This is an optimization exercise on Yosys and OpenROAD, whose aim is small area, not a production implementation. At most, simulation tests tie the RTL to the original design; equivalence was not proved.

==> flow/design.v <==
module TLC(HG,HY,HR,FG,FY,FR,FL_show,HL_show,time_short,time_long,time_buf,coil,button,rst,clk);
	input coil,button,rst,clk;
	input [6:0] time_short,time_long;
	output HG,HY,HR,FG,FY,FR;
	output [6:0] HL_show,FL_show;
	input [3:0] time_buf;
	function [6:0] add7;
		input [6:0] a, b;
		input ci;
		integer i;
		reg cy;
		begin
			cy = ci;
			for (i = 0; i < 7; i = i + 1) begin
				add7[i] = a[i] ^ b[i] ^ cy;
				cy = (a[i] & b[i]) | (cy & (a[i] ^ b[i]));
			end
		end
	endfunction
	reg [2:0] s, ns;
	reg [6:0] H, F;
	wire H1 = (H == 7'd1);
	wire F1 = (F == 7'd1);
	wire FE = (F == add7({3'd0, time_buf}, 7'd2, 1'b0));
	always @* begin
		case (s)
			3'd0: ns = H1 ? 3'd1 : 3'd0;
			3'd1: ns = button ? 3'd3 : coil ? 3'd2 : 3'd1;
			3'd2: ns = !coil ? 3'd1 : H1 ? 3'd3 : 3'd2;
			3'd3: ns = H1 ? 3'd4 : 3'd3;
			3'd4: ns = FE ? 3'd5 : 3'd4;
			3'd5: ns = F1 ? 3'd6 : 3'd5;
			3'd6: ns = F1 ? 3'd7 : 3'd6;
			default: ns = FE ? 3'd0 : 3'd7;
		endcase
	end
	wire p0 = s == 3'd0, p1 = s == 3'd1, p2 = s == 3'd2, p3 = s == 3'd3;
	wire p4 = s == 3'd4, p5 = s == 3'd5, p6 = s == 3'd6, p7 = s == 3'd7;
	wire hl_tb = rst || (p1 && !button);
	wire hl_ts = !rst && ((p1 && button) || (p2 && H1));
	wire hl_tl = !rst && p3 && H1;
	wire hl = hl_tb || hl_ts || hl_tl;
	wire [6:0] ha = hl_tb ? {3'd0, time_buf} : hl_ts ? time_short : hl_tl ? time_long : H;
	wire hm = !hl && !p4;
	wire [6:0] Hn = add7(ha, {hm, hm, hm, hm, hm, hm || (p4 && !hl), hm}, hl || p4);
	wire fl_ts = rst || (p7 && FE);
	wire fl_tl = !rst && p5 && F1;
	wire fl = fl_ts || fl_tl;
	wire fu = !rst && (p7 || (p6 && F1));
	wire [6:0] fa = fl_ts ? time_short : fl_tl ? time_long : F;
	wire fm = !fl && !fu && !(p0 || p1 || p2);
	wire [6:0] Fn = add7(fa, {fm, fm, fm, fm, fm, fm, fm || (p0 && !fl)}, fl || fu || p0);
	always @(posedge clk or posedge rst)
		if (rst) s <= 3'd0;
		else s <= ns;
	always @(posedge clk) begin
		H <= Hn;
		F <= Fn;
	end
	assign HL_show = (p1 || p2) ? 7'd99 : p4 ? 7'd0 : H;
	assign FL_show = (p0 || p1 || p2) ? 7'd99 : p7 ? 7'd0 : F;
	assign HG = p1 || p2 || p3;
	assign HY = p4;
	assign HR = p0 || p5 || p6 || p7;
	assign FG = p6;
	assign FY = p7;
	assign FR = !(p6 || p7);
endmodule
export LEC_CHECK = 0
export CAP_MARGIN = 20
export CORE_MARGIN = 2
export CORE_UTILIZATION = 40
export SLEW_MARGIN = 20
create_clock -name core_clock -period 10.0 [get_ports {clk}]
standard.sh (not shown) runs the stock make flow with config.mk's settings and CLKGATE_MAP_FILE= SYNTH_SCRIPT=/design/flow/synth_recipe.tcl, a recipe that flattens the netlist after the stock synthesis.
==> flow/flow/run.sh <==
#!/bin/bash
# Own layout flow: the standard flow (standard.sh), with
#  - synthesis: synth_recipe.tcl's passes unchanged (synth -nofsm -noshare, flatten, rename),
#    but ABC maps the logic with an area-oriented script and no full-adder extraction;
#  - port buffers of the smallest buffer cell (buf_1).
# Each tool's output goes to ORFS's own logs under orfs/logs; make's output to flow_make.log.
set -euo pipefail
here=$(pwd)
export MY_ABC_SCRIPT=$here/flow/area.abc
bash standard.sh \
  SYNTH_SCRIPT=$here/flow/my_synth.tcl \
  ADDER_MAP_FILE= \
  "BUFFER_PORTS_ARGS=-buffer_cell sky130_fd_sc_hd__buf_1" \
  finish > $here/flow_make.log 2>&1
==> flow/flow/area.abc <==
strash
balance; rewrite; refactor; balance; rewrite; rewrite -z; balance; refactor -z; rewrite -z; balance
balance -l; resub -K 6 -l; rewrite -l; resub -K 6 -N 2 -l; refactor -l; resub -K 8 -l; balance -l; resub -K 8 -N 2 -l; rewrite -l; resub -K 10 -l; rewrite -z -l; resub -K 10 -N 2 -l; balance -l; resub -K 12 -l; refactor -z -l; resub -K 12 -N 2 -l; rewrite -z -l; balance -l
&get -n
&deepsyn -T 10
&put
dch -f
amap
topo
==> flow/flow/my_synth.tcl <==
# synth_recipe.tcl with ABC's -script argument replaced by flow/area.abc
proc synth {args} { yosys synth -nofsm -noshare {*}$args }
proc abc {args} {
  set i [lsearch -exact $args -script]
  if { $i >= 0 } { set args [lreplace $args [expr {$i+1}] [expr {$i+1}] $::env(MY_ABC_SCRIPT)] }
  yosys abc {*}$args
}
source $::env(SCRIPTS_DIR)/synth.tcl
# left out here: clear keep_hierarchy, flatten, clean up, hide names made inside functions, write 1_2_yosys.v
Next try:
--- a/flow/design.v
+++ b/flow/design.v
@@ -19,43 +19,44 @@
 	endfunction
 	reg [2:0] s, ns;
 	reg [6:0] H, F;
+	reg [3:0] c;
 	wire H1 = (H == 7'd1);
 	wire F1 = (F == 7'd1);
-	wire FE = (F == add7({3'd0, time_buf}, 7'd2, 1'b0));
+	wire c0 = (c == 4'd0);
 	always @* begin
 		case (s)
 			3'd0: ns = H1 ? 3'd1 : 3'd0;
 			3'd1: ns = button ? 3'd3 : coil ? 3'd2 : 3'd1;
-			3'd2: ns = !coil ? 3'd1 : H1 ? 3'd3 : 3'd2;
+			3'd2: ns = !coil ? 3'd1 : c0 ? 3'd3 : 3'd2;
 			3'd3: ns = H1 ? 3'd4 : 3'd3;
-			3'd4: ns = FE ? 3'd5 : 3'd4;
+			3'd4: ns = c0 ? 3'd5 : 3'd4;
 			3'd5: ns = F1 ? 3'd6 : 3'd5;
 			3'd6: ns = F1 ? 3'd7 : 3'd6;
-			default: ns = FE ? 3'd0 : 3'd7;
+			default: ns = c0 ? 3'd0 : 3'd7;
 		endcase
 	end
 	wire p0 = s == 3'd0, p1 = s == 3'd1, p2 = s == 3'd2, p3 = s == 3'd3;
 	wire p4 = s == 3'd4, p5 = s == 3'd5, p6 = s == 3'd6, p7 = s == 3'd7;
-	wire hl_tb = rst || (p1 && !button);
-	wire hl_ts = !rst && ((p1 && button) || (p2 && H1));
+	wire hl_tb = rst;
+	wire hl_ts = !rst && (p1 || p2);
 	wire hl_tl = !rst && p3 && H1;
 	wire hl = hl_tb || hl_ts || hl_tl;
 	wire [6:0] ha = hl_tb ? {3'd0, time_buf} : hl_ts ? time_short : hl_tl ? time_long : H;
 	wire hm = !hl && !p4;
 	wire [6:0] Hn = add7(ha, {hm, hm, hm, hm, hm, hm || (p4 && !hl), hm}, hl || p4);
-	wire fl_ts = rst || (p7 && FE);
+	wire fl_ts = rst || p7;
 	wire fl_tl = !rst && p5 && F1;
 	wire fl = fl_ts || fl_tl;
-	wire fu = !rst && (p7 || (p6 && F1));
 	wire [6:0] fa = fl_ts ? time_short : fl_tl ? time_long : F;
-	wire fm = !fl && !fu && !(p0 || p1 || p2);
-	wire [6:0] Fn = add7(fa, {fm, fm, fm, fm, fm, fm, fm || (p0 && !fl)}, fl || fu || p0);
+	wire fm = !fl && !(p0 || p1 || p2);
+	wire [6:0] Fn = add7(fa, {fm, fm, fm, fm, fm, fm, fm || (p0 && !fl)}, fl || p0);
 	always @(posedge clk or posedge rst)
 		if (rst) s <= 3'd0;
 		else s <= ns;
 	always @(posedge clk) begin
 		H <= Hn;
 		F <= Fn;
+		c <= (p2 || p4 || p7) ? c - 4'd1 : time_buf;
 	end
 	assign HL_show = (p1 || p2) ? 7'd99 : p4 ? 7'd0 : H;
 	assign FL_show = (p0 || p1 || p2) ? 7'd99 : p7 ? 7'd0 : F;
What happened:
- The changed run ran to the end with no violations
- design area rose by 3.0%
- via count climbs by 1.9%
- critical path depth drops by 7
- worst hold slack degrades by 0.17 ns
- routed wire length went up by 7.3%
- setup slack is better by 0.79 ns
- core utilization is higher by 0.25 points
For the second run of this note, only the layout was checked, not whether the RTL still works.

## static timing again, ports no longer ideal
The flow's constraints put no driver on any port. The routed layouts listed below were extracted and timed again, unchanged, in two steps. Step 1: set_driving_cell puts a clkbuf_16 on clk and a buf_2 on each other input, an assumption about the parent block. Step 2 also shifts input and output timing later by t, the mid clock arrival at the registers, as if the neighbouring blocks saw the same clock. a / b / c = no drivers / after step 1 / after step 2; a / b = the first two.
| run | t (ns) | slack for setup (ns) | worst slew at a driven data input, ns |
|---|---|---|---|
| the first run | 0.317 | 4.304 / 4.303 / 3.986 | 0.03 |
| the second run | 0.329 | 5.095 / 5.097 / 4.768 | 0.03 |
After both steps setup and hold are still met in every run listed. The setup slack of the second run, which loses most, moves by +0.002 ns with the drivers and by -0.327 ns with both steps.
